Source: an optimization exercise on an open RTL-to-GDS flow (aim: small area). Production flows keep margins and buffers that such runs may drop. Only simulation tests tie the RTL to the original design; equivalence was not proved. Power figures rest on the tool's default switching activity, not on a simulated workload.

## design.v

```verilog
module Fc_Lane (
    input clk,
    input rstn,
    input ena,
    input ena_add,
    input pv,
    input sel0,
    input sel1,
    input sel2,
    input hold_q,
    input [7:0] in_data,
    input [7:0] weight,
    input [7:0] bias,
    output [7:0] result
);
reg [7:0] d;
reg [7:0] w;
always @( posedge clk ) begin
    d <= in_data;
    w <= weight;
end
wire [7:0] dg = d & {8{pv}};
wire [7:0] bs = bias;
reg [23:0] acc;
reg [23:0] b;
reg [23:0] r;
reg [7:0] q;
reg [7:0] s1;
reg [7:0] s2;
wire [23:0] acc_n;
wire [23:0] b_n;
wire [7:0] q_n;
    wire pp0 = dg[0] & w[0];
    wire pp1 = dg[0] & w[1];
    wire pp2 = dg[0] & w[2];
    wire pp3 = dg[0] & w[3];
    wire pp4 = dg[0] & w[4];
    wire pp5 = dg[0] & w[5];
    wire pp6 = dg[0] & w[6];
    wire pn7 = ~(dg[0] & w[7]);
    wire pp8 = dg[1] & w[0];
    wire pp9 = dg[1] & w[1];
    wire pp10 = dg[1] & w[2];
    wire pp11 = dg[1] & w[3];
    wire pp12 = dg[1] & w[4];
    wire pp13 = dg[1] & w[5];
    wire pp14 = dg[1] & w[6];
    wire pn15 = ~(dg[1] & w[7]);
    wire pp16 = dg[2] & w[0];
    wire pp17 = dg[2] & w[1];
    wire pp18 = dg[2] & w[2];
    wire pp19 = dg[2] & w[3];
    wire pp20 = dg[2] & w[4];
    wire pp21 = dg[2] & w[5];
    wire pp22 = dg[2] & w[6];
    wire pn23 = ~(dg[2] & w[7]);
    wire pp24 = dg[3] & w[0];
    wire pp25 = dg[3] & w[1];
    wire pp26 = dg[3] & w[2];
    wire pp27 = dg[3] & w[3];
    wire pp28 = dg[3] & w[4];
    wire pp29 = dg[3] & w[5];
    wire pp30 = dg[3] & w[6];
    wire pn31 = ~(dg[3] & w[7]);
    wire pp32 = dg[4] & w[0];
    wire pp33 = dg[4] & w[1];
    wire pp34 = dg[4] & w[2];
    wire pp35 = dg[4] & w[3];
    wire pp36 = dg[4] & w[4];
    wire pp37 = dg[4] & w[5];
    wire pp38 = dg[4] & w[6];
    wire pn39 = ~(dg[4] & w[7]);
    wire pp40 = dg[5] & w[0];
    wire pp41 = dg[5] & w[1];
    wire pp42 = dg[5] & w[2];
    wire pp43 = dg[5] & w[3];
    wire pp44 = dg[5] & w[4];
    wire pp45 = dg[5] & w[5];
    wire pp46 = dg[5] & w[6];
    wire pn47 = ~(dg[5] & w[7]);
    wire pp48 = dg[6] & w[0];
    wire pp49 = dg[6] & w[1];
    wire pp50 = dg[6] & w[2];
    wire pp51 = dg[6] & w[3];
    wire pp52 = dg[6] & w[4];
    wire pp53 = dg[6] & w[5];
    wire pp54 = dg[6] & w[6];
    wire pn55 = ~(dg[6] & w[7]);
    wire pp56 = dg[7] & w[0];
    wire pp57 = dg[7] & w[1];
    wire pp58 = dg[7] & w[2];
    wire pp59 = dg[7] & w[3];
    wire pp60 = dg[7] & w[4];
    wire pp61 = dg[7] & w[5];
    wire pp62 = dg[7] & w[6];
    wire pn63 = ~(dg[7] & w[7]);
    wire ag64 = acc[0] & ena_add;
    wire ag65 = acc[1] & ena_add;
    wire ag66 = acc[2] & ena_add;
    wire ag67 = acc[3] & ena_add;
    wire ag68 = acc[4] & ena_add;
    wire ag69 = acc[5] & ena_add;
    wire ag70 = acc[6] & ena_add;
    wire ag71 = acc[7] & ena_add;
    wire ag72 = acc[8] & ena_add;
    wire ag73 = acc[9] & ena_add;
    wire ag74 = acc[10] & ena_add;
    wire ag75 = acc[11] & ena_add;
    wire ag76 = acc[12] & ena_add;
    wire ag77 = acc[13] & ena_add;
    wire ag78 = acc[14] & ena_add;
    wire ag79 = acc[15] & ena_add;
    wire ag80 = acc[16] & ena_add;
    wire ag81 = acc[17] & ena_add;
    wire ag82 = acc[18] & ena_add;
    wire ag83 = acc[19] & ena_add;
    wire ag84 = acc[20] & ena_add;
    wire ag85 = acc[21] & ena_add;
    wire ag86 = acc[22] & ena_add;
    wire ag87 = acc[23] & ena_add;
    wire s88 = 1'b1 ^ pn7;
    wire c89 = 1'b1 & pn7;
    wire s90 = pp12 ^ pp19;
    wire c91 = pp12 & pp19;
    wire s92 = pp13 ^ pp20 ^ pp27;
    wire c93 = (pp13 & pp20) | (pp27 & (pp13 ^ pp20));
    wire s94 = pp34 ^ pp41;
    wire c95 = pp34 & pp41;
    wire s96 = pp14 ^ pp21 ^ pp28;
    wire c97 = (pp14 & pp21) | (pp28 & (pp14 ^ pp21));
    wire s98 = pp35 ^ pp42 ^ pp49;
    wire c99 = (pp35 & pp42) | (pp49 & (pp35 ^ pp42));
    wire s100 = pp56 ^ s88;
    wire c101 = pp56 & s88;
    wire s102 = pn15 ^ pp22 ^ pp29;
    wire c103 = (pn15 & pp22) | (pp29 & (pn15 ^ pp22));
    wire s104 = pp36 ^ pp43 ^ pp50;
    wire c105 = (pp36 & pp43) | (pp50 & (pp36 ^ pp43));
    wire s106 = pp57 ^ c89 ^ ag72;
    wire c107 = (pp57 & c89) | (ag72 & (pp57 ^ c89));
    wire s108 = pn23 ^ pp30 ^ pp37;
    wire c109 = (pn23 & pp30) | (pp37 & (pn23 ^ pp30));
    wire s110 = pp44 ^ pp51 ^ pp58;
    wire c111 = (pp44 & pp51) | (pp58 & (pp44 ^ pp51));
    wire s112 = pn31 ^ pp38 ^ pp45;
    wire c113 = (pn31 & pp38) | (pp45 & (pn31 ^ pp38));
    wire s114 = pp10 ^ pp17;
    wire c115 = pp10 & pp17;
    wire s116 = pp11 ^ pp18 ^ pp25;
    wire c117 = (pp11 & pp18) | (pp25 & (pp11 ^ pp18));
    wire s118 = pp32 ^ pp4;
    wire c119 = pp32 & pp4;
    wire s120 = pp26 ^ pp33 ^ pp40;
    wire c121 = (pp26 & pp33) | (pp40 & (pp26 ^ pp33));
    wire s122 = pp5 ^ s90 ^ ag69;
    wire c123 = (pp5 & s90) | (ag69 & (pp5 ^ s90));
    wire s124 = pp48 ^ pp6 ^ c91;
    wire c125 = (pp48 & pp6) | (c91 & (pp48 ^ pp6));
    wire s126 = s94 ^ s92 ^ ag70;
    wire c127 = (s94 & s92) | (ag70 & (s94 ^ s92));
    wire s128 = c95 ^ c93 ^ s96;
    wire c129 = (c95 & c93) | (s96 & (c95 ^ c93));
    wire s130 = s98 ^ s100 ^ ag71;
    wire c131 = (s98 & s100) | (ag71 & (s98 ^ s100));
    wire s132 = c97 ^ c99 ^ s102;
    wire c133 = (c97 & c99) | (s102 & (c97 ^ c99));
    wire s134 = s104 ^ c101 ^ s106;
    wire c135 = (s104 & c101) | (s106 & (s104 ^ c101));
    wire s136 = c103 ^ c105 ^ s108;
    wire c137 = (c103 & c105) | (s108 & (c103 ^ c105));
    wire s138 = s110 ^ ag73 ^ c107;
    wire c139 = (s110 & ag73) | (c107 & (s110 ^ ag73));
    wire s140 = pp52 ^ pp59 ^ c109;
    wire c141 = (pp52 & pp59) | (c109 & (pp52 ^ pp59));
    wire s142 = c111 ^ s112 ^ ag74;
    wire c143 = (c111 & s112) | (ag74 & (c111 ^ s112));
    wire s144 = pn39 ^ pp46 ^ pp53;
    wire c145 = (pn39 & pp46) | (pp53 & (pn39 ^ pp46));
    wire s146 = pp60 ^ c113 ^ ag75;
    wire c147 = (pp60 & c113) | (ag75 & (pp60 ^ c113));
    wire s148 = pn47 ^ pp54 ^ pp61;
    wire c149 = (pn47 & pp54) | (pp61 & (pn47 ^ pp54));
    wire s150 = pp16 ^ pp2;
    wire c151 = pp16 & pp2;
    wire s152 = pp24 ^ pp3 ^ s114;
    wire c153 = (pp24 & pp3) | (s114 & (pp24 ^ pp3));
    wire s154 = c115 ^ s118 ^ s116;
    wire c155 = (c115 & s118) | (s116 & (c115 ^ s118));
    wire s156 = c119 ^ c117 ^ s120;
    wire c157 = (c119 & c117) | (s120 & (c119 ^ c117));
    wire s158 = c121 ^ s124 ^ c123;
    wire c159 = (c121 & s124) | (c123 & (c121 ^ s124));
    wire s160 = c125 ^ s128 ^ c127;
    wire c161 = (c125 & s128) | (c127 & (c125 ^ s128));
    wire s162 = c129 ^ s132 ^ c131;
    wire c163 = (c129 & s132) | (c131 & (c129 ^ s132));
    wire s164 = c133 ^ s136 ^ c135;
    wire c165 = (c133 & s136) | (c135 & (c133 ^ s136));
    wire s166 = c137 ^ s140 ^ s142;
    wire c167 = (c137 & s140) | (s142 & (c137 ^ s140));
    wire s168 = s144 ^ c141 ^ c143;
    wire c169 = (s144 & c141) | (c143 & (s144 ^ c141));
    wire s170 = c145 ^ s148 ^ ag76;
    wire c171 = (c145 & s148) | (ag76 & (c145 ^ s148));
    wire s172 = pn55 ^ pp62 ^ c149;
    wire c173 = (pn55 & pp62) | (c149 & (pn55 ^ pp62));
    wire s174 = pp1 ^ pp8;
    wire c175 = pp1 & pp8;
    wire s176 = pp9 ^ s150 ^ ag66;
    wire c177 = (pp9 & s150) | (ag66 & (pp9 ^ s150));
    wire s178 = c151 ^ s152 ^ ag67;
    wire c179 = (c151 & s152) | (ag67 & (c151 ^ s152));
    wire s180 = c153 ^ s154 ^ ag68;
    wire c181 = (c153 & s154) | (ag68 & (c153 ^ s154));
    wire s182 = c155 ^ s156 ^ s122;
    wire c183 = (c155 & s156) | (s122 & (c155 ^ s156));
    wire s184 = c157 ^ s126 ^ s158;
    wire c185 = (c157 & s126) | (s158 & (c157 ^ s126));
    wire s186 = s130 ^ c159 ^ s160;
    wire c187 = (s130 & c159) | (s160 & (s130 ^ c159));
    wire s188 = c161 ^ s162 ^ s134;
    wire c189 = (c161 & s162) | (s134 & (c161 ^ s162));
    wire s190 = c163 ^ s138 ^ s164;
    wire c191 = (c163 & s138) | (s164 & (c163 ^ s138));
    wire s192 = c139 ^ s166 ^ c165;
    wire c193 = (c139 & s166) | (c165 & (c139 ^ s166));
    wire s194 = s146 ^ c167 ^ s168;
    wire c195 = (s146 & c167) | (s168 & (s146 ^ c167));
    wire s196 = c147 ^ s170 ^ c169;
    wire c197 = (c147 & s170) | (c169 & (c147 ^ s170));
    wire s198 = s172 ^ ag77 ^ c171;
    wire c199 = (s172 & ag77) | (c171 & (s172 ^ ag77));
    wire s200 = pn63 ^ c173 ^ ag78;
    wire c201 = (pn63 & c173) | (ag78 & (pn63 ^ c173));
    wire s202 = 1'b1 ^ ag79;
    wire c203 = 1'b1 & ag79;
    wire s204 = 1'b1 ^ ag80;
    wire c205 = 1'b1 & ag80;
    wire s206 = 1'b1 ^ ag81;
    wire c207 = 1'b1 & ag81;
    wire s208 = 1'b1 ^ ag82;
    wire c209 = 1'b1 & ag82;
    wire s210 = 1'b1 ^ ag83;
    wire c211 = 1'b1 & ag83;
    wire s212 = 1'b1 ^ ag84;
    wire c213 = 1'b1 & ag84;
    wire s214 = 1'b1 ^ ag85;
    wire c215 = 1'b1 & ag85;
    wire s216 = 1'b1 ^ ag86;
    wire c217 = 1'b1 & ag86;
    wire s218 = 1'b1 ^ ag87;
    wire c219 = 1'b1 & ag87;
    wire s220 = pp0 ^ ag64;
    wire c221 = pp0 & ag64;
    wire s222 = s174 ^ ag65;
    wire c223 = s174 & ag65;
    wire s224 = c175 ^ s176;
    wire c225 = c175 & s176;
    wire s226 = c177 ^ s178;
    wire c227 = c177 & s178;
    wire s228 = c179 ^ s180;
    wire c229 = c179 & s180;
    wire s230 = c181 ^ s182;
    wire c231 = c181 & s182;
    wire s232 = c183 ^ s184;
    wire c233 = c183 & s184;
    wire s234 = c185 ^ s186;
    wire c235 = c185 & s186;
    wire s236 = c187 ^ s188;
    wire c237 = c187 & s188;
    wire s238 = c189 ^ s190;
    wire c239 = c189 & s190;
    wire s240 = c191 ^ s192;
    wire c241 = c191 & s192;
    wire s242 = c193 ^ s194;
    wire c243 = c193 & s194;
    wire s244 = c195 ^ s196;
    wire c245 = c195 & s196;
    wire s246 = c197 ^ s198;
    wire c247 = c197 & s198;
    wire s248 = c199 ^ s200;
    wire c249 = c199 & s200;
    wire s250 = c201 ^ s202;
    wire c251 = c201 & s202;
    wire s252 = c203 ^ s204;
    wire c253 = c203 & s204;
    wire s254 = c205 ^ s206;
    wire c255 = c205 & s206;
    wire s256 = c207 ^ s208;
    wire c257 = c207 & s208;
    wire s258 = c209 ^ s210;
    wire c259 = c209 & s210;
    wire s260 = c211 ^ s212;
    wire c261 = c211 & s212;
    wire s262 = c213 ^ s214;
    wire c263 = c213 & s214;
    wire s264 = c215 ^ s216;
    wire c265 = c215 & s216;
    wire s266 = c217 ^ s218;
    wire c267 = c217 & s218;
    wire g268 = c223 | (s222 & c221);
    wire p269 = s222 & s220;
    wire g270 = c227 | (s226 & c225);
    wire p271 = s226 & s224;
    wire g272 = c231 | (s230 & c229);
    wire p273 = s230 & s228;
    wire g274 = c235 | (s234 & c233);
    wire p275 = s234 & s232;
    wire g276 = c239 | (s238 & c237);
    wire p277 = s238 & s236;
    wire g278 = c243 | (s242 & c241);
    wire p279 = s242 & s240;
    wire g280 = c247 | (s246 & c245);
    wire p281 = s246 & s244;
    wire g282 = c251 | (s250 & c249);
    wire p283 = s250 & s248;
    wire g284 = c255 | (s254 & c253);
    wire p285 = s254 & s252;
    wire g286 = c259 | (s258 & c257);
    wire p287 = s258 & s256;
    wire g288 = c263 | (s262 & c261);
    wire p289 = s262 & s260;
    wire g290 = c267 | (s266 & c265);
    wire p291 = s266 & s264;
    wire g292 = g270 | (p271 & g268);
    wire p293 = p271 & p269;
    wire g294 = g274 | (p275 & g272);
    wire p295 = p275 & p273;
    wire g296 = g278 | (p279 & g276);
    wire p297 = p279 & p277;
    wire g298 = g282 | (p283 & g280);
    wire p299 = p283 & p281;
    wire g300 = g286 | (p287 & g284);
    wire p301 = p287 & p285;
    wire g302 = g290 | (p291 & g288);
    wire p303 = p291 & p289;
    wire g304 = g294 | (p295 & g292);
    wire p305 = p295 & p293;
    wire g306 = g298 | (p299 & g296);
    wire p307 = p299 & p297;
    wire g308 = g302 | (p303 & g300);
    wire p309 = p303 & p301;
    wire g310 = g306 | (p307 & g304);
    wire p311 = p307 & p305;
    wire g312 = g308 | (p309 & g310);
    wire p313 = p309 & p311;
    wire g314 = g296 | (p297 & g304);
    wire p315 = p297 & p305;
    wire g316 = g300 | (p301 & g310);
    wire p317 = p301 & p311;
    wire g318 = g272 | (p273 & g292);
    wire p319 = p273 & p293;
    wire g320 = g276 | (p277 & g304);
    wire p321 = p277 & p305;
    wire g322 = g280 | (p281 & g314);
    wire p323 = p281 & p315;
    wire g324 = g284 | (p285 & g310);
    wire p325 = p285 & p311;
    wire g326 = g288 | (p289 & g316);
    wire p327 = p289 & p317;
    wire g328 = c225 | (s224 & g268);
    wire p329 = s224 & p269;
    wire g330 = c229 | (s228 & g292);
    wire p331 = s228 & p293;
    wire g332 = c233 | (s232 & g318);
    wire p333 = s232 & p319;
    wire g334 = c237 | (s236 & g304);
    wire p335 = s236 & p305;
    wire g336 = c241 | (s240 & g320);
    wire p337 = s240 & p321;
    wire g338 = c245 | (s244 & g314);
    wire p339 = s244 & p315;
    wire g340 = c249 | (s248 & g322);
    wire p341 = s248 & p323;
    wire g342 = c253 | (s252 & g310);
    wire p343 = s252 & p311;
    wire g344 = c257 | (s256 & g324);
    wire p345 = s256 & p325;
    wire g346 = c261 | (s260 & g316);
    wire p347 = s260 & p317;
    wire g348 = c265 | (s264 & g326);
    wire p349 = s264 & p327;
    wire s350 = s222 ^ c221;
    wire s351 = s224 ^ g268;
    wire s352 = s226 ^ g328;
    wire s353 = s228 ^ g292;
    wire s354 = s230 ^ g330;
    wire s355 = s232 ^ g318;
    wire s356 = s234 ^ g332;
    wire s357 = s236 ^ g304;
    wire s358 = s238 ^ g334;
    wire s359 = s240 ^ g320;
    wire s360 = s242 ^ g336;
    wire s361 = s244 ^ g314;
    wire s362 = s246 ^ g338;
    wire s363 = s248 ^ g322;
    wire s364 = s250 ^ g340;
    wire s365 = s252 ^ g310;
    wire s366 = s254 ^ g342;
    wire s367 = s256 ^ g324;
    wire s368 = s258 ^ g344;
    wire s369 = s260 ^ g316;
    wire s370 = s262 ^ g346;
    wire s371 = s264 ^ g326;
    wire s372 = s266 ^ g348;
    assign acc_n = {s372, s371, s370, s369, s368, s367, s366, s365, s364, s363, s362, s361, s360, s359, s358, s357, s356, s355, s354, s353, s352, s351, s350, s220};
    wire s373 = acc[0] ^ bs[0];
    wire c374 = acc[0] & bs[0];
    wire s375 = acc[1] ^ bs[1];
    wire c376 = acc[1] & bs[1];
    wire s377 = acc[2] ^ bs[2];
    wire c378 = acc[2] & bs[2];
    wire s379 = acc[3] ^ bs[3];
    wire c380 = acc[3] & bs[3];
    wire s381 = acc[4] ^ bs[4];
    wire c382 = acc[4] & bs[4];
    wire s383 = acc[5] ^ bs[5];
    wire c384 = acc[5] & bs[5];
    wire s385 = acc[6] ^ bs[6];
    wire c386 = acc[6] & bs[6];
    wire s387 = acc[7] ^ bs[7];
    wire c388 = acc[7] & bs[7];
    wire g389 = c376 | (s375 & c374);
    wire p390 = s375 & s373;
    wire g391 = c380 | (s379 & c378);
    wire p392 = s379 & s377;
    wire g393 = c384 | (s383 & c382);
    wire p394 = s383 & s381;
    wire g395 = c388 | (s387 & c386);
    wire p396 = s387 & s385;
    wire g397 = c378 | (s377 & g389);
    wire p398 = s377 & p390;
    wire g399 = g391 | (p392 & g389);
    wire p400 = p392 & p390;
    wire g401 = c386 | (s385 & g393);
    wire p402 = s385 & p394;
    wire g403 = g395 | (p396 & g393);
    wire p404 = p396 & p394;
    wire g405 = c382 | (s381 & g399);
    wire p406 = s381 & p400;
    wire g407 = g393 | (p394 & g399);
    wire p408 = p394 & p400;
    wire g409 = g401 | (p402 & g399);
    wire p410 = p402 & p400;
    wire g411 = g403 | (p404 & g399);
    wire p412 = p404 & p400;
    wire s413 = s375 ^ c374;
    wire s414 = s377 ^ g389;
    wire s415 = s379 ^ g397;
    wire s416 = s381 ^ g399;
    wire s417 = s383 ^ g405;
    wire s418 = s385 ^ g407;
    wire s419 = s387 ^ g409;
    wire inc420 = g411 & ~bs[7];
    wire dec421 = ~g411 & bs[7];
    wire s422 = acc[8] ^ (inc420 | dec421);
    wire s423 = acc[9] ^ ((inc420 & acc[8]) | (dec421 & ~acc[8]));
    wire on424 = acc[8] & acc[9];
    wire ze425 = ~acc[8] & ~acc[9];
    wire s426 = acc[10] ^ ((inc420 & on424) | (dec421 & ze425));
    wire on427 = on424 & acc[10];
    wire ze428 = ze425 & ~acc[10];
    wire s429 = acc[11] ^ ((inc420 & on427) | (dec421 & ze428));
    wire on430 = on427 & acc[11];
    wire ze431 = ze428 & ~acc[11];
    wire s432 = acc[12] ^ ((inc420 & on430) | (dec421 & ze431));
    wire on433 = on430 & acc[12];
    wire ze434 = ze431 & ~acc[12];
    wire s435 = acc[13] ^ ((inc420 & on433) | (dec421 & ze434));
    wire on436 = on433 & acc[13];
    wire ze437 = ze434 & ~acc[13];
    wire s438 = acc[14] ^ ((inc420 & on436) | (dec421 & ze437));
    wire on439 = on436 & acc[14];
    wire ze440 = ze437 & ~acc[14];
    wire s441 = acc[15] ^ ((inc420 & on439) | (dec421 & ze440));
    wire on442 = on439 & acc[15];
    wire ze443 = ze440 & ~acc[15];
    wire s444 = acc[16] ^ ((inc420 & on442) | (dec421 & ze443));
    wire on445 = on442 & acc[16];
    wire ze446 = ze443 & ~acc[16];
    wire s447 = acc[17] ^ ((inc420 & on445) | (dec421 & ze446));
    wire on448 = on445 & acc[17];
    wire ze449 = ze446 & ~acc[17];
    wire s450 = acc[18] ^ ((inc420 & on448) | (dec421 & ze449));
    wire on451 = on448 & acc[18];
    wire ze452 = ze449 & ~acc[18];
    wire s453 = acc[19] ^ ((inc420 & on451) | (dec421 & ze452));
    wire on454 = on451 & acc[19];
    wire ze455 = ze452 & ~acc[19];
    wire s456 = acc[20] ^ ((inc420 & on454) | (dec421 & ze455));
    wire on457 = on454 & acc[20];
    wire ze458 = ze455 & ~acc[20];
    wire s459 = acc[21] ^ ((inc420 & on457) | (dec421 & ze458));
    wire on460 = on457 & acc[21];
    wire ze461 = ze458 & ~acc[21];
    wire s462 = acc[22] ^ ((inc420 & on460) | (dec421 & ze461));
    wire on463 = on460 & acc[22];
    wire ze464 = ze461 & ~acc[22];
    wire s465 = acc[23] ^ ((inc420 & on463) | (dec421 & ze464));
    wire on466 = on463 & acc[23];
    wire ze467 = ze464 & ~acc[23];
    assign b_n = {s465, s462, s459, s456, s453, s450, s447, s444, s441, s438, s435, s432, s429, s426, s423, s422, s419, s418, s417, s416, s415, s414, s413, s373};
    wire m468 = sel0 & r[0];
    wire m469 = (sel0 & r[0]);
    wire m470 = sel0 & r[1];
    wire m471 = (sel0 & r[1]);
    wire m472 = sel0 & r[2];
    wire m473 = (sel0 & r[2]) | (sel1 & r[0]);
    wire m474 = sel0 & r[3];
    wire m475 = (sel1 & r[0]);
    wire m476 = (sel0 & r[3]) | (sel1 & r[1]);
    wire m477 = sel0 & r[4];
    wire m478 = (sel1 & r[1]) | (sel2 & r[0]);
    wire m479 = (sel0 & r[4]) | (sel1 & r[2]);
    wire m480 = sel0 & r[5];
    wire m481 = (sel0 & r[0]) | (sel1 & r[2]) | (sel2 & r[1]);
    wire m482 = (sel0 & r[5]) | (sel1 & r[3]);
    wire m483 = sel0 & r[6];
    wire m484 = (sel0 & r[1]) | (sel1 & r[3]) | (sel2 & r[2]);
    wire m485 = (sel0 & r[6]) | (sel1 & r[4]);
    wire m486 = sel0 & r[7];
    wire m487 = (sel0 & r[2]) | (sel1 & r[4]) | (sel2 & r[3]);
    wire m488 = (sel0 & r[7]) | (sel1 & r[5]);
    wire m489 = sel0 & r[8];
    wire m490 = (sel0 & r[3]) | (sel1 & r[5]) | (sel2 & r[4]);
    wire m491 = (sel0 & r[8]) | (sel1 & r[6]);
    wire m492 = sel0 & r[9];
    wire m493 = (sel0 & r[4]) | (sel1 & r[6]) | (sel2 & r[5]);
    wire m494 = (sel0 & r[9]) | (sel1 & r[7]);
    wire m495 = sel0 & r[10];
    wire m496 = (sel0 & r[5]) | (sel1 & r[7]) | (sel2 & r[6]);
    wire m497 = (sel0 & r[10]) | (sel1 & r[8]);
    wire m498 = sel0 & r[11];
    wire m499 = (sel0 & r[6]) | (sel1 & r[8]) | (sel2 & r[7]);
    wire m500 = (sel0 & r[11]) | (sel1 & r[9]);
    wire m501 = sel0 & r[12];
    wire m502 = (sel0 & r[7]) | (sel1 & r[9]) | (sel2 & r[8]);
    wire m503 = (sel0 & r[12]) | (sel1 & r[10]);
    wire m504 = sel0 & r[13];
    wire m505 = (sel0 & r[8]) | (sel1 & r[10]) | (sel2 & r[9]);
    wire m506 = (sel0 & r[13]) | (sel1 & r[11]);
    wire m507 = sel0 & r[14];
    wire m508 = (sel0 & r[9]) | (sel1 & r[11]) | (sel2 & r[10]);
    wire m509 = (sel0 & r[14]) | (sel1 & r[12]);
    wire m510 = sel0 & r[15];
    wire m511 = (sel0 & r[10]) | (sel1 & r[12]) | (sel2 & r[11]);
    wire m512 = (sel0 & r[15]) | (sel1 & r[13]);
    wire m513 = sel0 & r[16];
    wire m514 = (sel0 & r[11]) | (sel1 & r[13]) | (sel2 & r[12]);
    wire m515 = (sel0 & r[16]) | (sel1 & r[14]);
    wire m516 = sel0 & r[17];
    wire m517 = (sel0 & r[12]) | (sel1 & r[14]) | (sel2 & r[13]);
    wire m518 = (sel0 & r[17]) | (sel1 & r[15]);
    wire m519 = sel0 & r[18];
    wire m520 = (sel0 & r[13]) | (sel1 & r[15]) | (sel2 & r[14]);
    wire m521 = (sel0 & r[18]) | (sel1 & r[16]);
    wire m522 = sel0 & r[19];
    wire m523 = (sel0 & r[14]) | (sel1 & r[16]) | (sel2 & r[15]);
    wire m524 = (sel0 & r[19]) | (sel1 & r[17]);
    wire m525 = sel0 & r[20];
    wire m526 = (sel0 & r[15]) | (sel1 & r[17]) | (sel2 & r[16]);
    wire m527 = (sel0 & r[20]) | (sel1 & r[18]);
    wire m528 = sel0 & r[21];
    wire m529 = (sel0 & r[16]) | (sel1 & r[18]) | (sel2 & r[17]);
    wire m530 = (sel0 & r[21]) | (sel1 & r[19]);
    wire m531 = sel0 & r[22];
    wire m532 = (sel0 & r[17]) | (sel1 & r[19]) | (sel2 & r[18]);
    wire m533 = (sel0 & r[22]) | (sel1 & r[20]);
    wire s534 = r[0] ^ r[5];
    wire c535 = r[0] & r[5];
    wire s536 = r[1] ^ r[6] ^ m487;
    wire c537 = (r[1] & r[6]) | (m487 & (r[1] ^ r[6]));
    wire s538 = r[2] ^ r[7] ^ m490;
    wire c539 = (r[2] & r[7]) | (m490 & (r[2] ^ r[7]));
    wire s540 = r[3] ^ r[8] ^ m493;
    wire c541 = (r[3] & r[8]) | (m493 & (r[3] ^ r[8]));
    wire s542 = r[4] ^ r[9] ^ m496;
    wire c543 = (r[4] & r[9]) | (m496 & (r[4] ^ r[9]));
    wire s544 = r[10] ^ r[5] ^ m499;
    wire c545 = (r[10] & r[5]) | (m499 & (r[10] ^ r[5]));
    wire s546 = r[11] ^ r[6] ^ m502;
    wire c547 = (r[11] & r[6]) | (m502 & (r[11] ^ r[6]));
    wire s548 = r[12] ^ r[7] ^ m505;
    wire c549 = (r[12] & r[7]) | (m505 & (r[12] ^ r[7]));
    wire s550 = 1'b1 ^ r[13] ^ r[8];
    wire c551 = (1'b1 & r[13]) | (r[8] & (1'b1 ^ r[13]));
    wire s552 = m508 ^ m509;
    wire c553 = m508 & m509;
    wire s554 = r[14] ^ r[9] ^ m511;
    wire c555 = (r[14] & r[9]) | (m511 & (r[14] ^ r[9]));
    wire s556 = m512 ^ m513;
    wire c557 = m512 & m513;
    wire s558 = r[10] ^ r[15] ^ m514;
    wire c559 = (r[10] & r[15]) | (m514 & (r[10] ^ r[15]));
    wire s560 = m515 ^ m516;
    wire c561 = m515 & m516;
    wire s562 = r[11] ^ r[16] ^ m517;
    wire c563 = (r[11] & r[16]) | (m517 & (r[11] ^ r[16]));
    wire s564 = m518 ^ m519;
    wire c565 = m518 & m519;
    wire s566 = r[12] ^ r[17] ^ m520;
    wire c567 = (r[12] & r[17]) | (m520 & (r[12] ^ r[17]));
    wire s568 = m521 ^ m522;
    wire c569 = m521 & m522;
    wire s570 = r[13] ^ r[18] ^ m523;
    wire c571 = (r[13] & r[18]) | (m523 & (r[13] ^ r[18]));
    wire s572 = m524 ^ m525;
    wire c573 = m524 & m525;
    wire s574 = r[14] ^ r[19] ^ m526;
    wire c575 = (r[14] & r[19]) | (m526 & (r[14] ^ r[19]));
    wire s576 = m527 ^ m528;
    wire c577 = m527 & m528;
    wire s578 = r[15] ^ r[20] ^ m529;
    wire c579 = (r[15] & r[20]) | (m529 & (r[15] ^ r[20]));
    wire s580 = m530 ^ m531;
    wire c581 = m530 & m531;
    wire s582 = r[16] ^ r[21] ^ m532;
    wire c583 = (r[16] & r[21]) | (m532 & (r[16] ^ r[21]));
    wire s584 = r[2] ^ m475;
    wire c585 = r[2] & m475;
    wire s586 = r[3] ^ m478 ^ m479;
    wire c587 = (r[3] & m478) | (m479 & (r[3] ^ m478));
    wire s588 = r[4] ^ m481 ^ m482;
    wire c589 = (r[4] & m481) | (m482 & (r[4] ^ m481));
    wire s590 = s534 ^ m484 ^ m485;
    wire c591 = (s534 & m484) | (m485 & (s534 ^ m484));
    wire s592 = c535 ^ m488 ^ m489;
    wire c593 = (c535 & m488) | (m489 & (c535 ^ m488));
    wire s594 = m491 ^ m492 ^ c537;
    wire c595 = (m491 & m492) | (c537 & (m491 ^ m492));
    wire s596 = m494 ^ m495 ^ c539;
    wire c597 = (m494 & m495) | (c539 & (m494 ^ m495));
    wire s598 = m497 ^ m498 ^ c541;
    wire c599 = (m497 & m498) | (c541 & (m497 ^ m498));
    wire s600 = m500 ^ m501 ^ c543;
    wire c601 = (m500 & m501) | (c543 & (m500 ^ m501));
    wire s602 = m503 ^ m504 ^ c545;
    wire c603 = (m503 & m504) | (c545 & (m503 ^ m504));
    wire s604 = m506 ^ m507 ^ c547;
    wire c605 = (m506 & m507) | (c547 & (m506 ^ m507));
    wire s606 = s550 ^ m510 ^ s552;
    wire c607 = (s550 & m510) | (s552 & (s550 ^ m510));
    wire s608 = c551 ^ c553 ^ s556;
    wire c609 = (c551 & c553) | (s556 & (c551 ^ c553));
    wire s610 = c557 ^ s560 ^ c555;
    wire c611 = (c557 & s560) | (c555 & (c557 ^ s560));
    wire s612 = c561 ^ s564 ^ c559;
    wire c613 = (c561 & s564) | (c559 & (c561 ^ s564));
    wire s614 = c565 ^ s568 ^ c563;
    wire c615 = (c565 & s568) | (c563 & (c565 ^ s568));
    wire s616 = c569 ^ s572 ^ c567;
    wire c617 = (c569 & s572) | (c567 & (c569 ^ s572));
    wire s618 = c573 ^ s576 ^ c571;
    wire c619 = (c573 & s576) | (c571 & (c573 ^ s576));
    wire s620 = c577 ^ s580 ^ c575;
    wire c621 = (c577 & s580) | (c575 & (c577 ^ s580));
    wire s622 = m533 ^ c581 ^ c579;
    wire c623 = (m533 & c581) | (c579 & (m533 ^ c581));
    wire s624 = r[0] ^ m471;
    wire c625 = r[0] & m471;
    wire s626 = r[1] ^ m473 ^ m474;
    wire c627 = (r[1] & m473) | (m474 & (r[1] ^ m473));
    wire s628 = m476 ^ m477 ^ s584;
    wire c629 = (m476 & m477) | (s584 & (m476 ^ m477));
    wire s630 = m480 ^ c585 ^ s586;
    wire c631 = (m480 & c585) | (s586 & (m480 ^ c585));
    wire s632 = m483 ^ c587 ^ s588;
    wire c633 = (m483 & c587) | (s588 & (m483 ^ c587));
    wire s634 = m486 ^ c589 ^ s590;
    wire c635 = (m486 & c589) | (s590 & (m486 ^ c589));
    wire s636 = c591 ^ s536 ^ s592;
    wire c637 = (c591 & s536) | (s592 & (c591 ^ s536));
    wire s638 = c593 ^ s538 ^ s594;
    wire c639 = (c593 & s538) | (s594 & (c593 ^ s538));
    wire s640 = s540 ^ c595 ^ s596;
    wire c641 = (s540 & c595) | (s596 & (s540 ^ c595));
    wire s642 = s542 ^ c597 ^ s598;
    wire c643 = (s542 & c597) | (s598 & (s542 ^ c597));
    wire s644 = s544 ^ c599 ^ s600;
    wire c645 = (s544 & c599) | (s600 & (s544 ^ c599));
    wire s646 = s546 ^ c601 ^ s602;
    wire c647 = (s546 & c601) | (s602 & (s546 ^ c601));
    wire s648 = s548 ^ c603 ^ s604;
    wire c649 = (s548 & c603) | (s604 & (s548 ^ c603));
    wire s650 = c549 ^ s606 ^ c605;
    wire c651 = (c549 & s606) | (c605 & (c549 ^ s606));
    wire s652 = s554 ^ c607 ^ s608;
    wire c653 = (s554 & c607) | (s608 & (s554 ^ c607));
    wire s654 = s558 ^ c609 ^ s610;
    wire c655 = (s558 & c609) | (s610 & (s558 ^ c609));
    wire s656 = s562 ^ c611 ^ s612;
    wire c657 = (s562 & c611) | (s612 & (s562 ^ c611));
    wire s658 = s566 ^ c613 ^ s614;
    wire c659 = (s566 & c613) | (s614 & (s566 ^ c613));
    wire s660 = s570 ^ c615 ^ s616;
    wire c661 = (s570 & c615) | (s616 & (s570 ^ c615));
    wire s662 = s574 ^ c617 ^ s618;
    wire c663 = (s574 & c617) | (s618 & (s574 ^ c617));
    wire s664 = s578 ^ c619 ^ s620;
    wire c665 = (s578 & c619) | (s620 & (s578 ^ c619));
    wire s666 = s582 ^ c621 ^ s622;
    wire c667 = (s582 & c621) | (s622 & (s582 ^ c621));
    wire s668 = m469 ^ m470;
    wire c669 = m469 & m470;
    wire s670 = s624 ^ m472 ^ c669;
    wire c671 = (s624 & m472) | (c669 & (s624 ^ m472));
    wire s672 = c625 ^ s626 ^ c671;
    wire c673 = (c625 & s626) | (c671 & (c625 ^ s626));
    wire s674 = c627 ^ s628 ^ c673;
    wire c675 = (c627 & s628) | (c673 & (c627 ^ s628));
    wire s676 = c629 ^ s630 ^ c675;
    wire c677 = (c629 & s630) | (c675 & (c629 ^ s630));
    wire s678 = c631 ^ s632 ^ c677;
    wire c679 = (c631 & s632) | (c677 & (c631 ^ s632));
    wire s680 = c633 ^ s634 ^ c679;
    wire c681 = (c633 & s634) | (c679 & (c633 ^ s634));
    wire s682 = c635 ^ s636;
    wire c683 = c635 & s636;
    wire s684 = c637 ^ s638;
    wire c685 = c637 & s638;
    wire s686 = c639 ^ s640;
    wire c687 = c639 & s640;
    wire s688 = c641 ^ s642;
    wire c689 = c641 & s642;
    wire s690 = c643 ^ s644;
    wire c691 = c643 & s644;
    wire s692 = c645 ^ s646;
    wire c693 = c645 & s646;
    wire s694 = c647 ^ s648;
    wire c695 = c647 & s648;
    wire s696 = c649 ^ s650;
    wire c697 = c649 & s650;
    wire s698 = c651 ^ s652;
    wire c699 = c651 & s652;
    wire s700 = c653 ^ s654;
    wire c701 = c653 & s654;
    wire s702 = c655 ^ s656;
    wire c703 = c655 & s656;
    wire s704 = c657 ^ s658;
    wire c705 = c657 & s658;
    wire s706 = c659 ^ s660;
    wire c707 = c659 & s660;
    wire s708 = c661 ^ s662;
    wire c709 = c661 & s662;
    wire s710 = c663 ^ s664;
    wire c711 = c663 & s664;
    wire s712 = c665 ^ s666;
    wire c713 = c665 & s666;
    wire g714 = c683 | (s682 & c681);
    wire g715 = c685 | (s684 & g714);
    wire p716 = s684 & s682;
    wire g717 = c689 | (s688 & c687);
    wire p718 = s688 & s686;
    wire g719 = c693 | (s692 & c691);
    wire p720 = s692 & s690;
    wire g721 = c697 | (s696 & c695);
    wire p722 = s696 & s694;
    wire g723 = c701 | (s700 & c699);
    wire p724 = s700 & s698;
    wire g725 = c705 | (s704 & c703);
    wire p726 = s704 & s702;
    wire g727 = c709 | (s708 & c707);
    wire p728 = s708 & s706;
    wire g729 = c713 | (s712 & c711);
    wire p730 = s712 & s710;
    wire g731 = g717 | (p718 & g715);
    wire p732 = p718 & p716;
    wire g733 = g721 | (p722 & g719);
    wire p734 = p722 & p720;
    wire g735 = g725 | (p726 & g723);
    wire p736 = p726 & p724;
    wire g737 = g729 | (p730 & g727);
    wire p738 = p730 & p728;
    wire g739 = g733 | (p734 & g731);
    wire p740 = p734 & p732;
    wire g741 = g737 | (p738 & g735);
    wire p742 = p738 & p736;
    wire g743 = g741 | (p742 & g739);
    wire p744 = p742 & p740;
    wire g745 = g735 | (p736 & g739);
    wire p746 = p736 & p740;
    wire g747 = g719 | (p720 & g731);
    wire p748 = p720 & p732;
    wire g749 = g723 | (p724 & g739);
    wire p750 = p724 & p740;
    wire g751 = g727 | (p728 & g745);
    wire p752 = p728 & p746;
    wire g753 = c687 | (s686 & g715);
    wire p754 = s686 & p716;
    wire g755 = c691 | (s690 & g731);
    wire p756 = s690 & p732;
    wire g757 = c695 | (s694 & g747);
    wire p758 = s694 & p748;
    wire g759 = c699 | (s698 & g739);
    wire p760 = s698 & p740;
    wire g761 = c703 | (s702 & g749);
    wire p762 = s702 & p750;
    wire g763 = c707 | (s706 & g745);
    wire p764 = s706 & p746;
    wire g765 = c711 | (s710 & g751);
    wire p766 = s710 & p752;
    wire s767 = s682 ^ c681;
    wire s768 = s684 ^ g714;
    wire s769 = s686 ^ g715;
    wire s770 = s688 ^ g753;
    wire s771 = s690 ^ g731;
    wire s772 = s692 ^ g755;
    wire s773 = s694 ^ g747;
    wire s774 = s696 ^ g757;
    wire s775 = s698 ^ g739;
    wire s776 = s700 ^ g759;
    wire s777 = s702 ^ g749;
    wire s778 = s704 ^ g761;
    wire s779 = s706 ^ g745;
    wire s780 = s708 ^ g763;
    wire s781 = s710 ^ g751;
    wire s782 = s712 ^ g765;
    assign q_n = {s782, s781, s780, s779, s778, s777, s776, s775} & {8{~r[23]}};
always @( posedge clk or negedge rstn ) begin
    if ( !rstn ) acc <= '0;
    else acc <= acc_n;
end
always @( posedge clk or negedge rstn ) begin
    if ( !rstn ) begin
        b <= '0;
        r <= '0;
        q <= '0;
        s1 <= '0;
        s2 <= '0;
    end
    else if ( ena ) begin
        b <= b_n;
        r <= b;
        if ( !hold_q ) q <= q_n;
        s1 <= q;
        s2 <= s1;
    end
end
assign result = s2;
endmodule
module Full_Connect #
(
parameter BITWIDTH = 8,
parameter BITWIDTH_CAL = 24,
parameter NUM_PARA = 8
)
(
input clk,
input rstn,
input ena,
input ena_add,
input [1:0] select,
input [ NUM_PARA*BITWIDTH - 1 : 0 ] in_data,  
input [ NUM_PARA*BITWIDTH - 1 : 0 ] weight,  
input [ NUM_PARA*BITWIDTH - 1 : 0 ] bias,  
output [ NUM_PARA*BITWIDTH - 1 : 0 ] result  
);
reg pv;
always @( posedge clk or negedge rstn ) begin
    if ( !rstn ) pv <= 1'b0;
    else pv <= ena;
end
wire sel0 = ~select[1] & ~select[0];
wire sel1 = select[0];
wire sel2 = select[1];
wire hold_q = select[1] & select[0];
genvar i;
generate
for ( i = 0; i < NUM_PARA; i = i + 1 ) begin : lane
    Fc_Lane u (
        .clk(clk), .rstn(rstn), .ena(ena), .ena_add(ena_add), .pv(pv),
        .sel0(sel0), .sel1(sel1), .sel2(sel2), .hold_q(hold_q),
        .in_data(in_data[i*8 +: 8]), .weight(weight[i*8 +: 8]), .bias(bias[i*8 +: 8]),
        .result(result[i*8 +: 8])
    );
end
endgenerate
endmodule
```

## flow/run.sh

```bash
#!/bin/bash
# Own flow: the standard synthesis, then a netlist pass that removes
# inverters by choosing the polarity of full adders and of gates that have an
# inverted twin cell (flow/bubble.py), then the standard layout with
# smaller port buffers and a clock tree without dummy loads.
set -euo pipefail
R=orfs/results/sky130hd/Full_Connect/base
LIB=$FLOW_HOME/platforms/sky130hd/lib/sky130_fd_sc_hd__tt_025C_1v80.lib
bash standard.sh synth > synth.log 2>&1
cp $R/1_2_yosys.v $R/1_2_yosys_std.v
python3 flow/bubble.py $R/1_2_yosys_std.v $R/1_2_yosys.v $LIB > bubble.log 2>&1
touch $R/1_2_yosys.v
bash standard.sh finish \
  "BUFFER_PORTS_ARGS=-buffer_cell sky130_fd_sc_hd__buf_1" \
  "CTS_ARGS=-sink_clustering_enable -repair_clock_nets -sink_clustering_size 25 -sink_clustering_max_diameter 80 -buf_list sky130_fd_sc_hd__clkbuf_16 -dont_use_dummy_load" \
  > finish.log 2>&1
```

## standard.sh

```bash
#!/bin/bash
# synth_recipe.tcl (not shown) runs the flow's synth.tcl, then flattens the netlist and writes it again
# the make line also repeats each setting of config.mk as NAME=value (left out here)
make -C /OpenROAD-flow-scripts/flow DESIGN_CONFIG=/design/flow/config.mk WORK_HOME=/design/flow/orfs CLKGATE_MAP_FILE= SYNTH_SCRIPT=/design/flow/synth_recipe.tcl "${@:-finish}"
```

## flow/bubble.py

```python
#!/usr/bin/env python3
"""Remove inverters in a Yosys netlist of sky130hd cells by choosing polarities.

Two kinds of cells can give their output in either polarity:
- fa_1 is self-dual: FA(~a, ~b, ~c) = (~cout, ~sum), so a full adder can be
  computed on complemented inputs, giving complemented outputs, at no cost;
- a single-output gate that has a twin cell with the same inputs and the
  complemented function (nand2/and2, a21oi/a21o, xor2/xnor2, mux2/mux2i, ...)
  can be swapped for that twin, at the difference in area.
The pass picks a polarity for each such cell (simulated annealing on total
area), then rebuilds the inverters: at most one per signal that some pin needs
in the complement of the polarity its driver gives. Registers, ports and the
logic function at every register input and output port are unchanged.

usage: bubble.py IN.v OUT.v LIBERTY
"""
import itertools
import math
import random
import re
import sys

INV = re.compile(r"^sky130_fd_sc_hd__inv_\d+$")
FA = "sky130_fd_sc_hd__fa_1"
OUT_PINS = {"X", "Y", "Q", "Q_N", "SUM", "COUT", "HI", "LO"}
INV_AREA = 3.7536


def read_lib(path):
    t = open(path).read()
    cells = {}
    for m in re.finditer(r'\n    cell \("(sky130_fd_sc_hd__\w+)"\) \{(.*?)\n    \}', t, re.S):
        name, body = m.group(1), m.group(2)
        area = float(re.search(r"\barea : ([\d.]+)", body).group(1))
        ins = []
        outs = []
        for pn, pb in re.findall(r'\n        pin \("(\w+)"\) \{(.*?)\n        \}', body, re.S):
            d = re.search(r'direction : "(\w+)"', pb)
            f = re.search(r'\bfunction : "([^"]*)"', pb)
            if not d:
                continue
            if d.group(1) == "input":
                ins.append(pn)
            elif d.group(1) == "output":
                outs.append((pn, f.group(1) if f else None))
        seq = "ff (" in body or "latch (" in body
        cells[name] = {"area": area, "ins": sorted(ins), "outs": outs, "seq": seq,
                       "dont": "dont_use : true" in body}
    return cells


def truth(func, ins):
    e = func.replace("!", " not ").replace("&", " and ").replace("|", " or ").replace("^", " != ")
    tt = []
    for vals in itertools.product([False, True], repeat=len(ins)):
        env = dict(zip(ins, vals))
        tt.append(bool(eval(e, {}, env)))
    return tuple(tt)


def twins(cells):
    """cell -> (twin cell, twin output pin) with complemented function."""
    bykey = {}
    for n, c in cells.items():
        if c["seq"] or len(c["outs"]) != 1 or c["outs"][0][1] is None or not c["ins"]:
            continue
        if "lpflow" in n or "probe" in n or c["dont"]:
            continue
        if len(c["ins"]) > 6:
            continue
        c["tt"] = truth(c["outs"][0][1], c["ins"])
        bykey.setdefault((tuple(c["ins"]), c["tt"]), []).append(n)
    res = {}
    for n, c in cells.items():
        if "tt" not in c:
            continue
        comp = tuple(not v for v in c["tt"])
        cand = bykey.get((tuple(c["ins"]), comp), [])
        if cand:
            best = min(cand, key=lambda x: cells[x]["area"])
            res[n] = (best, cells[best]["outs"][0][0])
    return res


def parse(text):
    m = re.search(r"^\s*(sky130_fd_sc_hd__\w+)\s", text, re.M)
    head = text[:m.start()]
    body = text[m.start():]
    end = body.rindex("endmodule")
    tail = body[end:]
    body = body[:end]
    cells = []
    for cm in re.finditer(r"(sky130_fd_sc_hd__\w+)\s+(\S+)\s*\((.*?)\);", body, re.S):
        pins = []
        for pm in re.finditer(r"\.(\w+)\(\s*((?:\\\S+\s)|[^()\s]+)\s*\)", cm.group(3)):
            pins.append([pm.group(1), pm.group(2).strip()])
        cells.append({"type": cm.group(1), "name": cm.group(2), "pins": pins})
    return head, cells, tail


def fmt_net(n):
    return n + " " if n.startswith("\\") else n


def main():
    lib = read_lib(sys.argv[3])
    tw = twins(lib)
    text = open(sys.argv[1]).read()
    head, cells, tail = parse(text)
    outputs = set()
    for m in re.finditer(r"^\s*output\s+(\[(\d+):(\d+)\]\s*)?(\S+);", head, re.M):
        if m.group(1):
            for i in range(int(m.group(3)), int(m.group(2)) + 1):
                outputs.add("%s[%d]" % (m.group(4), i))
        else:
            outputs.add(m.group(4))

    inv_of = {}
    for c in cells:
        if INV.match(c["type"]):
            p = dict(c["pins"])
            inv_of[p["Y"]] = p["A"]

    def root(n):
        par = 0
        seen = 0
        while n in inv_of:
            n = inv_of[n]
            par ^= 1
            seen += 1
            assert seen < 1000
        return n, par

    for o in outputs:
        assert o not in inv_of, "output port driven by an inverter: " + o

    others = [c for c in cells if not INV.match(c["type"])]
    var = []          # list of cells
    var_cost = []     # area change when flipped
    out_var = {}      # output net -> var index
    for c in others:
        if c["type"] == FA:
            v = len(var)
            var.append(c)
            var_cost.append(0.0)
            for pin, net in c["pins"]:
                if pin in ("SUM", "COUT"):
                    out_var[net] = v
        elif c["type"] in tw:
            outs = [net for pin, net in c["pins"] if pin in OUT_PINS]
            if len(outs) != 1 or outs[0] in outputs:
                continue
            v = len(var)
            var.append(c)
            var_cost.append(lib[tw[c["type"]][0]]["area"] - lib[c["type"]]["area"])
            out_var[outs[0]] = v
    var_index = {id(c): i for i, c in enumerate(var)}
    is_fa = [c["type"] == FA for c in var]

    cons = []
    for c in others:
        for k, (pin, net) in enumerate(c["pins"]):
            if pin in OUT_PINS:
                continue
            r, par = root(net)
            cons.append((c, k, r, par))
    flip = [0] * len(var)

    def phi(r):
        i = out_var.get(r)
        return flip[i] if i is not None else 0

    cnt = {}
    pins_of_var = [[] for _ in var]
    for j, (c, k, r, par) in enumerate(cons):
        cnt.setdefault(r, [0, 0])
        cnt[r][par] += 1
        i = var_index.get(id(c))
        if i is not None and is_fa[i]:
            pins_of_var[i].append(j)
    for o in outputs:
        cnt.setdefault(o, [0, 0])
        cnt[o][0] += 1
    outs_of_var = [[] for _ in var]
    for net, i in out_var.items():
        outs_of_var[i].append(net)

    def cost(r):
        c = cnt.get(r)
        if not c:
            return 0.0
        return INV_AREA if c[1 - phi(r)] > 0 else 0.0

    def apply_flip(i):
        for j in pins_of_var[i]:
            c, k, r, par = cons[j]
            q = par ^ flip[i]
            cnt[r][q] -= 1
            cnt[r][q ^ 1] += 1
        flip[i] ^= 1

    def flip_delta(i):
        roots = set(outs_of_var[i])
        for j in pins_of_var[i]:
            roots.add(cons[j][2])
        before = sum(cost(r) for r in roots) + (var_cost[i] if flip[i] else 0.0)
        apply_flip(i)
        after = sum(cost(r) for r in roots) + (var_cost[i] if flip[i] else 0.0)
        apply_flip(i)
        return after - before

    def total():
        return sum(cost(r) for r in cnt) + sum(var_cost[i] for i in range(len(var)) if flip[i])

    total0 = total()
    rng = random.Random(1)
    cur = total0
    best = cur
    best_flip = list(flip)
    n_it = 300 * max(1, len(var))
    for it in range(n_it):
        temp = 5.0 * (0.05 / 5.0) ** (it / n_it)
        i = rng.randrange(len(var))
        d = flip_delta(i)
        if d <= 0 or rng.random() < math.exp(-d / temp):
            apply_flip(i)
            cur += d
            if cur < best - 1e-9:
                best = cur
                best_flip = list(flip)
    for i in range(len(var)):
        if flip[i] != best_flip[i]:
            apply_flip(i)
    for it in range(50):
        changed = 0
        for i in range(len(var)):
            if flip_delta(i) < -1e-9:
                apply_flip(i)
                changed += 1
        if not changed:
            break
    total1 = total()

    new_inv = {}
    for j, (c, k, r, par) in enumerate(cons):
        i = var_index.get(id(c))
        q = par ^ (flip[i] if (i is not None and is_fa[i]) else 0)
        if q != phi(r):
            if r not in new_inv:
                new_inv[r] = "_bpinv%d_" % len(new_inv)
            c["pins"][k][1] = new_inv[r]
        else:
            c["pins"][k][1] = r
    nswap = 0
    for i, c in enumerate(var):
        if flip[i] and not is_fa[i]:
            t, opin = tw[c["type"]]
            c["type"] = t
            for p in c["pins"]:
                if p[0] in OUT_PINS:
                    p[0] = opin
            nswap += 1
    for o in outputs:
        assert phi(o) == 0
    out = [head]
    out.append("".join("  wire %s;\n" % n for n in new_inv.values()))
    for c in others:
        out.append("  %s %s (\n%s\n  );\n" % (c["type"], fmt_net(c["name"]),
                   ",\n".join("    .%s(%s)" % (p, fmt_net(n)) for p, n in c["pins"])))
    for r, n in new_inv.items():
        out.append("  sky130_fd_sc_hd__inv_1 %s (\n    .A(%s),\n    .Y(%s)\n  );\n" % (
            n.replace("inv", "invc"), fmt_net(r), n))
    out.append(tail)
    open(sys.argv[2], "w").write("".join(out))
    ninv = sum(1 for c in cells if INV.match(c["type"]))
    nfa = sum(is_fa)
    print("bubble: %d fa (%d flipped), %d twin gates (%d swapped); inverters %d -> %d; area %+.1f" % (
        nfa, sum(f for f, a in zip(flip, is_fa) if a), len(var) - nfa, nswap, ninv, len(new_inv),
        total1 - total0 - 0.0))


if __name__ == "__main__":
    main()
```

## constraint.sdc

```tcl
create_clock -name core_clock -period 6.0 [get_ports {clk}]
set_input_delay 1.2000 -clock core_clock [delete_from_list [all_inputs] [get_ports {clk}]]
set_output_delay 1.2000 -clock core_clock [all_outputs]
set_load 0.01 [all_outputs]
```

## config.mk

```make
export PLATFORM = sky130hd
export DESIGN_NAME = Full_Connect
export DESIGN_NICKNAME = Full_Connect
export VERILOG_FILES = /design/flow/design.v
export SDC_FILE = /design/flow/constraint.sdc
export NUM_CORES = 4
export LEC_CHECK = 0
export ABC_AREA = 1
export CAP_MARGIN = 20
export CORE_MARGIN = 2
export CORE_UTILIZATION = 85
export PLACE_DENSITY = 0.93
export SLEW_MARGIN = 20
```

==> notes.md <==
metal layers:
metal	up-vias	track usage
met1	28208	0.623
li1	24308	-
met4	12	0.230
met5	-	0
met2	4515	0.739
met3	1159	0.131
registers in the layout, summed over array words and instances, names as in the netlist:
name        count
lane.u.acc    192
lane.u.r      192
lane.u.s1      64
lane.u.d       64
lane.u.q       64
lane.u.b      192
lane.u.s2      64
lane.u.w       64
pv              1
per-stage QoR:
stage	util	setup TNS, ns
finish	0.907	-0.474
global route	0.907	-0.873
CTS	0.906	0
detailed placement	0.891	-1.83
global placement	0.891	0
floorplan	-	0
timing repair:
action / in CTS / in global routing
buffers inserted: 0 / 1
setup endpoints to repair: 7 / 32
endpoints found under the hold margin: 0 / 0
pin swaps: 0 / 0
cloned: 0 / 1
resized for setup: 6 / 34
power by group through the flow:
| stage | combinational [W] | sequential (W) | clock [W] |
|---|---|---|---|
| 6_report | 0.0290 | 0.0108 | 0.00349 |
| 3_3_place_gp | 0.0250 | 0.0105 | 0 |
| 5_1_grt | 0.0321 | 0.0109 | 0.00369 |
| 2_1_floorplan | 0.0203 | 0.00983 | 0 |
| 3_5_place_dp | 0.0277 | 0.0107 | 0 |
| 4_1_cts | 0.0283 | 0.0106 | 0.00347 |
worst max-delay path by stage:
| stage | end | slack (ns) | depth (start not counted) |
|---|---|---|---|
| finish | lane[6].u.acc[22] | -0.22 | 23 |
| global route | lane[6].u.acc[22] | -0.31 | 23 |
| CTS | lane[4].u.acc[23] | 0.005 | 19 |
| detailed placement | lane[4].u.acc[23] | -0.29 | 18 |
| global placement | lane[0].u.acc[23] | 0.05 | 19 |
| floorplan | lane[0].u.q[7] | 0.004 | 27 |
layout make-up:
cell class | instances | area [sq um] | share of cell area
Timing Repair Buffer | 347 | 1920 | 0.0253
Sequential cell | 897 | 21800 | 0.287
Antenna cell | 10 | 25.0 | 0.000329
Clock buffer | 49 | 1230 | 0.0161
Tap cell | 1134 | 1420 | 0.0187
Multi-Input combinational cell | 5516 | 46000 | 0.604
Inverter | 985 | 3710 | 0.0487
worst max-delay path: stages, from the launching register on:
cell and delay [ns]:
sky130_fd_sc_hd__dfrtp_2 0.41, sky130_fd_sc_hd__buf_12 0.24, sky130_fd_sc_hd__buf_4 0.18, sky130_fd_sc_hd__nand2_1 0.23, sky130_fd_sc_hd__nor2_1 0.45, sky130_fd_sc_hd__fa_1 0.61, sky130_fd_sc_hd__fa_1 0.58, sky130_fd_sc_hd__fa_1 0.47
sky130_fd_sc_hd__ha_1 0.32, sky130_fd_sc_hd__and2_0 0.21, sky130_fd_sc_hd__nand2_1 0.10, sky130_fd_sc_hd__nand2_1 0.08, sky130_fd_sc_hd__a41oi_1 0.34, sky130_fd_sc_hd__o21ai_2 0.12, sky130_fd_sc_hd__a31o_2 0.24, sky130_fd_sc_hd__nand3_1 0.11
sky130_fd_sc_hd__nand2_1 0.13, sky130_fd_sc_hd__nand3_1 0.15, sky130_fd_sc_hd__nand2_2 0.18, sky130_fd_sc_hd__nand2_1 0.11, sky130_fd_sc_hd__nand2_1 0.10, sky130_fd_sc_hd__a21boi_0 0.24, sky130_fd_sc_hd__fa_1 0.45, sky130_fd_sc_hd__inv_1 0.06
cell usage in the layout (no fill, tap or decap), drive strengths merged, types with 16 or more instances in the layout:
| master | instances |
|---|---|
| a21bo | 26 |
| a21o | 115 |
| a21oi | 183 |
| a31oi | 21 |
| and2 | 233 |
| buf | 341 |
| clkbuf | 55 |
| dfrtp | 769 |
| dfxtp | 128 |
| fa | 960 |
| ha | 544 |
| inv | 984 |
| nand2 | 1599 |
| nand3 | 126 |
| nor2 | 583 |
| o211ai | 16 |
| o21ai | 593 |
| o221ai | 26 |
| o22ai | 74 |
| or2 | 61 |
| xnor2 | 116 |
| xor2 | 146 |
==> notes.md <==
Hold path:
- The worst hold path belongs to the class flop to flop.
- The startpoint identified for the worst hold timing path is lane[0].u.b[6].
- The worst hold path terminates at lane[0].u.r[6].
- The worst hold path was traced through 2 stages.

Drt:
- Dividing the detail-routed via count by the number of cells gives 6.51.
- After detailed routing, the wire length on met1 is 70.6 mm.
- Detailed routing placed a total of 26.8 mm of wire on met3.
- The total iterations of the first detailed-routing run is 9.
- The DRC marker count from the first detailed-route iteration is 7418.
- The top routing layer in use is met5.
- After detailed routing, the average wire length per cell comes to 22.6 um.
- The DRC violation count after routing is 0.
- The overall via count from detail_route is 58202.
- The amount of wire on met2 after detailed routing is 91.8 mm.
- The final wirelength is 202 mm.
- The antenna violation net count after detailed routing is 0.

Placement:
- After detailed placement, the design holds a cell count of 8877.
- The placed standard-cell area is 74700 sq um.
- The post-DP HPWL is 150 mm.
- The placer's final routability congestion estimate is 0.994.
- The count of buffers from port buffering is 261.
- OpenSTA, run right after detailed placement, puts the worst setup slack at -0.287 ns.

CTS:
- The clock slew seen by the registers of the worst setup and hold paths is 0.10 ns.
- No sink is reached through more buffers than the 3 on the longest clock path.
- The clock tree synthesis step divided the H-tree into 2 levels.
- For the worst-skew pair, the clock arrives at the later sink with an insertion delay of 0.68 ns.
- TritonCTS built the clock tree.
- CTS saw 897 sinks.
- The TritonCTS buffer count is 49.
- CTS placed an instance of sky130_fd_sc_hd__clkbuf_16 at the clock tree root.
- The number of hold-repair buffers added at the cts stage is 0.

GRT:
- Across every metal layer, demand over resource in global routing totals 0.474.
- The total congestion overflow after global routing is 0.
- The number of antenna violations at the first check in global routing is 19.
- The wire length of the first global-routing pass is 319 mm.
- The number of global-route vias before repair was 60766.
- The largest net degree at the start of global routing is 228.

Setup path:
- The nature of the critical path endpoint is a flop.
- The logic depth of the worst register-to-register path is 23.
- In this run the worst setup path begins at pv.
- The endpoint arrival time on the critical path is 6.82 ns.
- The element type at the critical path start is a flop.
- The worst register-to-register path ends at lane[6].u.acc[22].
- The maximum fanout along the worst path is 27.
- In this run the critical register-to-register path is launched from pv.
- Setup slack on the worst reg-to-reg path comes out at -0.22 ns.
- At the worst endpoint, the required time is 6.60 ns.
- The type of the setup path with the least slack is flop to flop.

STA:
- The shortest period the worst path allows is 6.22 ns.
- Of the available clock period, the critical path in the final layout requires 1.04.
- Setup repair after global routing could not meet its margin everywhere.
- The transition time of the tightest slew-check pin is 1.00 ns.
- The worst setup skew after layout is 0.0692 ns.
- The hold violation count in the final report is 0.
- After layout, the worst setup slack is -0.222 ns.
- The minimum hold slack is 0.451 ns.
- The number of pins with negative max-slew slack in the final report came to 0.
- Measured against its own limit, the worst slew margin works out to 0.331.
- Timing would allow up to 161 MHz.
- Setup violations remaining at the end of the flow were counted as 4.

Pwr:
- For this design the total switching power over the nets is 0.0211 W.
- The logic gate share of total power is 0.670.
- The sum of internal, switching and leakage power is 0.0432 W.
- The proportion of power drawn by the clock network is 0.081.
- The design internal power is 0.0221 W.
- For this design the ratio of total power to cell area is 568 nW/um^2.
- The leakage power total is 39.6 nW.
- The sequential share of power is 0.249.
- The net switching share of the total power is 0.489.
- The worst-case IR drop observed on VDD is 0.000761 V.

Synthesis:
- During synthesis, Yosys emitted a total of 2 warnings.
- The gate count of the mapped netlist is 7617.
- A synthesized cell averages 9.48 sq um.
- The number of nets in the synthesized netlist is 9319.
- The area of the mapped netlist is 72200 sq um.

Final layout:
- The final layout contains 9498 nets.
- The finished cells cover 76100 sq um.
- Once layout is complete, the cells apart from fillers number 8938.
- Of the cells placed in the final design, the portion with a size suffix greater than 1 is 0.0313.
- The layout filler cell count is 3562.
- The layout overhead on the synthesized area is 5.36%.

Run status:
- The checks that failed were negative setup slack.
- The run finished, with violations left.

Flow run:
- Max-cap violations in this run came to 0.

Floorplan:
- The effective utilization at floorplan is 0.861.
- The area of the die is 87300 sq um.
- The die span in y is 295 um.
- Pin placement for this block handled 262 I/O pins.
- The width of the die is 295 um.
- The core region is 83800 sq um.
- The placement row count is 106.

## afterwards: timing with drivers on the ports
Ports are ideal in the flow. The routed layout listed here was re-timed in OpenROAD. Step 1, drivers: a clkbuf_16 drives clk and a buf_2 each remaining input, both assumed. Step 2 also shifts input and output timing later by t, the mid clock arrival at the registers, as if the neighbouring blocks saw the same clock. Slacks: ideal / step 1 / step 2; pairs: ideal / step 1.
t, ns: 0.722
setup WS [ns]: -0.222 / -0.222 / -0.425
cell pins on the clock port's net: 1
The setup slack of this run moves by 0.000 ns with the drivers and by -0.203 ns with both steps.
